Context: an optimization exercise on an open-source flow, tuned for small area, a short achievable clock period and few clock cycles. The choices shown serve that exercise and are no tape-out recipe.
No functional check of the RTL was part of any run shown here.

==> flow/design.v, too long to show whole: its modules and the start of the top module <==
// module dot_prod: 559 lines
// module dp_fa: 4 lines
// module dp_fx: 4 lines
// module dp_ha: 4 lines
module dot_prod (
  input wire clk, r_enable,
  input wire[9:0] init_i_t_a,
  input wire signed[63:0] init_acc_t_a,
  output wire[9:0] a_addr,
  input wire signed[26:0] a_rdata,
  output wire[9:0] b_addr,
  input wire signed[26:0] b_rdata,
  output reg w_enable,
  output reg signed[63:0] result
);
  // ...
==> flow/flow/run.sh <==
#!/bin/bash
# Standard ORFS layout, except that the port buffers inserted by buffer_ports are
# sky130_fd_sc_hd__buf_2 instead of the resizer's default pick (a clock delay buffer).
set -euo pipefail
export BUFFER_PORTS_ARGS="-buffer_cell sky130_fd_sc_hd__buf_2"
bash standard.sh > run_standard.log 2>&1
==> flow/standard.sh <==
#!/bin/bash
# synth_recipe.tcl (not shown) runs the flow's synth.tcl, then flattens the netlist and writes it again
# the make line also repeats each setting of config.mk as NAME=value (left out here)
make -C /OpenROAD-flow-scripts/flow DESIGN_CONFIG=/design/flow/config.mk WORK_HOME=/design/flow/orfs CLKGATE_MAP_FILE= SYNTH_SCRIPT=/design/flow/synth_recipe.tcl "${@:-finish}"
==> flow/config.mk <==
export PLATFORM = sky130hd
export DESIGN_NAME = dot_prod
export DESIGN_NICKNAME = dot_prod
export VERILOG_FILES = /design/flow/design.v
export SDC_FILE = /design/flow/constraint.sdc
export NUM_CORES = 4
export LEC_CHECK = 0
export CAP_MARGIN = 20
export CORE_MARGIN = 2
export CORE_UTILIZATION = 60
export CTS_CLUSTER_SIZE = 40
export SLEW_MARGIN = 60
export SYNTH_HIERARCHICAL = 1
export SYNTH_MINIMUM_KEEP_SIZE = 0
==> flow/constraint.sdc <==
create_clock -name core_clock -period 14.0 [get_ports {clk}]
set_input_delay 2.8000 -clock core_clock [delete_from_list [all_inputs] [get_ports {clk}]]
set_output_delay 2.8000 -clock core_clock [all_outputs]
set_load 0.01 [all_outputs]
==> results.txt, run 1 <==
* Worst Setup Slack, final at 9.62 ns
* List of most frequent post-synthesis cells: sky130_fd_sc_hd__xnor2_1, sky130_fd_sc_hd__fa_1, sky130_fd_sc_hd__a22oi_1, sky130_fd_sc_hd__dfxtp_1, sky130_fd_sc_hd__clkbuf_1
* Final Wtd Congestion at 0.933
* Kind of critical path: flop to flop
* Cts repair resizes at 0
* Clock edge transition at the registers on the reported setup and hold paths at 0.06 ns
* Leading cell type in the layout, fill and taps excluded: sky130_fd_sc_hd__xnor2_1
* Path type of the worst min-delay path: flop to flop
* Layout clock buffers at 37
* Vertical die dimension at 211 um
* Proportion of synthesized flip-flops having asynchronous set or reset at 0
* Startpoint types: flop
* Library cell with the largest summed area after synthesis: sky130_fd_sc_hd__fa_1
* Largest fanout of any net on the critical path at 5
* Combined flip-flop and latch cell area at 0.00584 sq mm
* Status: no timing/DRC/antenna violations
* Count of endpoints failing hold in the final timing report at 0
* Routed length per placed instance at 25.5 um
* Library cell with the highest instance count after synthesis: sky130_fd_sc_hd__xnor2_1
* Maximum clock path buffer count at 3
* Iteration-0 DRC Markers at 2187
* Hold Crit Start: q1$_SDFF_PP0_
* Most crowded layer after global routing: met2
* Final Critical Period at 4.38 ns
* HPWL after detailed placement at 53400 um
* Count of buffers inserted at the top-level ports at 214
* Metal1 wirelength at 32600 um
* Placeable core area at 0.0421 sq mm
* Clock tree from TritonCTS: built
* CP max stage cell: sky130_fd_sc_hd__or4_1
* Routed Antenna Nets at 0
* Routed length on met2 at 34900 um
* Fraction of met3 tracks used by global routing at 0.0940
==> run 2: changes to the inputs <==
==> flow/run.sh (new file) <==
#!/bin/bash
# synth_recipe.tcl (not shown) runs the flow's synth.tcl, then flattens the netlist and writes it again
# the make line also repeats each setting of config.mk as NAME=value (left out here)
make -C /OpenROAD-flow-scripts/flow DESIGN_CONFIG=/design/flow/config.mk WORK_HOME=/design/flow/orfs CLKGATE_MAP_FILE= SYNTH_SCRIPT=/design/flow/synth_recipe.tcl finish
removed: flow/flow/run.sh
removed: flow/standard.sh
==> run 2 against run 1 <==
Register-to-register slack worse by 0.03 ns. Synthesized area stayed put. Worst hold slack better by 0.010 ns. Critical path depth down 11. Still clean on timing, DRC and antenna. Largest cell class unchanged.
==> results.txt, run 2 <==
* Status: no timing/DRC/antenna violations (unchanged)
* Proportion of synthesized flip-flops having asynchronous set or reset at 0 (unchanged)
* Post-synth cell types at 66 (unchanged)
* Relative slew slack at 0.592 (was 0.620)
* Largest fanout of any net on the critical path at 8 (was 5)
* Largest register FFs at 64 (unchanged)
* Gate Count Post-Synth at 2489 (unchanged)
* Routed Wire Length at 79900 um (was 79200 um)
* Area of all placed cells without fillers at 0.0292 sq mm (was 0.0281 sq mm)
* Setup repair after global routing missed its margin: no (unchanged)
* Post-cts hold buffer count at 0 (unchanged)
* Cells on worst reg2reg path at 13 (was 12)
* Register with the highest flop count: result (unchanged)
* Clock sinks at 254 (unchanged)
* Vias in the first global route at 21.4k (was 21.1k)
* Dominant register cell in the synthesized netlist: sky130_fd_sc_hd__dfxtp_1 (unchanged)
* Number of violations of the max-capacitance limit at 0 (unchanged)
* Setup violation total in the final timing report at 0 (unchanged)
* Number of max-slew violations in the final report at 0 (unchanged)
* Worst Path Required at 11.20 ns (was 14.33 ns)
* Iteration-0 DRC Markers at 2061 (was 2187)
* Final sum of negative setup slack at 0 ns (unchanged)
* Total I/O pin count at 215 (unchanged)
* First-pass DRT Iterations at 6 (was 9)
* Path type of the worst min-delay path: flop to flop (unchanged)
* Kind of critical path: flop to output pin (was flop to flop)
* Count of buffers inserted at the top-level ports at 214 (unchanged)
* Number of fill cells in the layout at 3207 (was 3437)
* Netlist area before placement at 0.0257 sq mm (unchanged)
* Final Non-Filler Cells at 3111 (was 3108)
* Post-synth EDFFs at 74 (unchanged)
* CP max stage cell: sky130_fd_sc_hd__clkdlybuf4s50_1 (was sky130_fd_sc_hd__or4_1)
* Synth warn at 7 (unchanged)
* Final Wtd Congestion at 0.952 (was 0.933)
* Placeable core area at 0.0421 sq mm (unchanged)
* Vertical die dimension at 211 um (unchanged)
* Leading cell type in the layout, fill and taps excluded: sky130_fd_sc_hd__xnor2_1 (unchanged)
* Commonest non-fill, non-tap cells in the layout: sky130_fd_sc_hd__xnor2_1, sky130_fd_sc_hd__fa_1, sky130_fd_sc_hd__a22oi_1 (unchanged)
* Global route total overflow at 0 (unchanged)
* Starting utilization of the core area at 0.611 (unchanged)
* Final Critical Period at 4.52 ns (was 4.38 ns)
* Maximum number of pins on one net before global-route repair at 100 (was 92)
* Top area cells in the synthesized netlist: sky130_fd_sc_hd__fa_1, sky130_fd_sc_hd__dfxtp_1, sky130_fd_sc_hd__xnor2_1 (unchanged)
* Die Footprint at 0.0446 sq mm (unchanged)
* List of most frequent post-synthesis cells: sky130_fd_sc_hd__xnor2_1, sky130_fd_sc_hd__fa_1, sky130_fd_sc_hd__a22oi_1, sky130_fd_sc_hd__dfxtp_1, sky130_fd_sc_hd__clkbuf_1 (unchanged)
* Buffers inserted by post-CTS timing repair at 0 (unchanged)
* Largest registers ranked by flip-flop count: result x64, c x53, s x53 (unchanged)
* Fraction of layout cells with a size suffix above 1 at 0.0560 (was 0.139)
* Global-route wire length before repair at 124000 um (was 121000 um)
* Clock edge transition at the registers on the reported setup and hold paths at 0.06 ns (about the same)
* Via-to-Cell Ratio at 6.55 (was 6.52)
* Flip-flop and latch count after synthesis at 254 (unchanged)
* Maximum clock path buffer count at 3 (unchanged)
* Post-Syn Nets at 3083 (unchanged)
* Portion of the clock cycle consumed by the worst path in the final layout at 0.323 (was 0.313)
* GRT Util Overall at 0.362 (was 0.357)
* Area growth from synthesis to final layout at 13.3% (was 9.14%)
* Instance count on the critical path at 1 (was 12)
* Post-Route Skew at 0.0279 ns (was 0.0508 ns)
* Slowest cell delay on critical path at 0.61 ns (was 0.58 ns)
* Width of the die at 211 um (unchanged)
* HPWL after detailed placement at 54100 um (was 53400 um)
* CTS Root Cell: sky130_fd_sc_hd__clkbuf_16 (unchanged)
* H-tree level count at 1 (unchanged)
* Number of remaining DRC errors at 0 (unchanged)
* CP endpoint kind: output pin (was flop)
* Library cell with the largest summed area after synthesis: sky130_fd_sc_hd__fa_1 (unchanged)
* Data arrival time of the critical path at 1.72 ns (was 4.71 ns)
* Cell chain of the critical path: clkdlybuf4s50_1 (was fa_1, ha_1, and2_1, nand3_1, or4_1, a21oi_1, nor3_1, o21ai_1, a21oi_1, o31a_1, xnor2_1, mux2_2)
* Initial antenna violation count at 1 (was 0)
* Worst hold path depth at 1 (unchanged)
* Maximum operating frequency at 221 MHz (was 228 MHz)
* Crit path buf inv count at 1 (was 0)
* Vias at 20.4k (was 20.3k)
* Standard-cell rows at 75 (unchanged)
* Sequential cell area fraction in the yosys report at 0.226 (unchanged)
* Total number of nets in the final design at 3141 (unchanged)
* Clock tree from TritonCTS: built (unchanged)
* Dpl cell area at 0.0280 sq mm (was 0.0270 sq mm)
* Routed length per placed instance at 25.7 um (was 25.5 um)
* Startpoint types: flop (unchanged)
* Avg Synthesized Cell Area at 10.3 sq um (unchanged)
* Min Hold Slack at 0.446 ns (was 0.436 ns)
* Library cell with the highest instance count after synthesis: sky130_fd_sc_hd__xnor2_1 (unchanged)
* Routed Antenna Nets at 0 (unchanged)
* Cts repair resizes at 0 (unchanged)
* Worst Max-Slew Pin Slew at 0.612 ns (was 0.570 ns)
* Number of buffers added by the clock tree synthesis step at 30 (was 29)
* Family with the most delay on the worst path: buffers and inverters (was compound AO/OA/AOI/OAI gates)
* Clock insertion delay at the later pin of the skew report at 0.59 ns (was 0.62 ns)
* Top cell type's share of synthesized area at 0.279 (unchanged)
* Cell total after placement at 3053 (was 3052)
* Count of endpoints failing hold in the final timing report at 0 (unchanged)
==> run 2: cell counts after synthesis <==
Identical to the previous run, type by type.
==> run 2: layout make-up <==
cell class | count | area, sq um | share of cell area
repair buffers | 286 | 2730 | 0.0938
well taps | 539 | 674 | 0.0231
clock buffers | 39 | 898 | 0.0308
multi-input cells | 1916 | 18600 | 0.639
flip-flops and latches | 254 | 5830 | 0.200
inverters | 59 | 221 | 0.00760
clock inverters | 17 | 156 | 0.00536
diodes | 1 | 2.50 | 0.0000858
==> run 2: final timing paths <==
path | from | to | slack (ns)
max reg2reg | result[2]$_DFFE_PP_ | result[59]$_DFFE_PP_ | 9.59
min | v2$_SDFF_PP0_ | v3$_SDFF_PP0_ | 0.45
max | k[2]$_DFFE_PP_ | b_addr[2] | 9.48
min reg2reg | v2$_SDFF_PP0_ | v3$_SDFF_PP0_ | 0.45
==> run 2: cell families (layout without fill, tap and decap cells) <==
kind of cell,count (synthesis),in the layout,share of synthesized area
compound gates,654,654,0.173
xor+xnor,466,466,0.159
other cells,0,1,0
fa+ha+maj,464,464,0.330
mux,5,5,0.00219
buf+inv,319,401,0.0495
flops,254,254,0.226
simple gates,327,327,0.0598
==> run 2: Yosys stat by module, one instance, submodules excluded <==
module	times used	area, sq um	flip-flops and latches	cells inside
dp_ha	33	12.5	0	1
dot_prod	1	18200	254	2098
dp_fa	358	20.0	0	1
==> run 2: per-layer routing <==
layer | share of wire | GRT usage | vias up
met4 | 0.030 | 0.129 | 2
met3 | 0.12 | 0.109 | 212
met1 | 0.40 | 0.499 | 10151
met2 | 0.44 | 0.545 | 1319
met5 | 0.00015 | 0 | -
li1 | - | - | 8692
==> run 2: stage by stage <==
stage	util	setup WS, ns
5_1_grt	0.692	9.30
3_5_place_dp	0.666	9.26
2_1_floorplan	-	9.35
4_1_cts	0.691	9.44
6_report	0.692	9.48
3_3_place_gp	0.665	8.91

-- separate check: timing with driven ports --
The flow's constraints put no driver on any port. The routed layouts listed below were extracted and timed again, unchanged, in two steps.
Step 1 (the two cells are an assumption about what drives the block):
set clk [get_ports {clk}]
set_driving_cell -lib_cell sky130_fd_sc_hd__clkbuf_16 $clk
set_driving_cell -lib_cell sky130_fd_sc_hd__buf_2 [delete_from_list [all_inputs] $clk]
Step 2 moves the port delays by t, midway between the first and last clock arrival at a register: inputs arrive t later, outputs are due t later. That takes back most of the time a late clock gives input paths.
Slacks: ideal ports / drivers / drivers and shift; pairs: ideal ports / drivers.
run	t, ns	slack for setup (ns)	worst setup path after step 2	clock arrival spread, ns	cell pins on the clock port's net
run 1	0.649	9.621 / 9.621 / 9.203	input to register	0.051 / 0.051	1
run 2	0.638	9.479 / 9.420 / 9.290	input to register	0.028 / 0.028	1
After both steps every run listed still meets setup and hold. For run 1, which loses most, drivers alone change the setup slack by 0.000 ns; drivers and shift together by -0.418 ns.
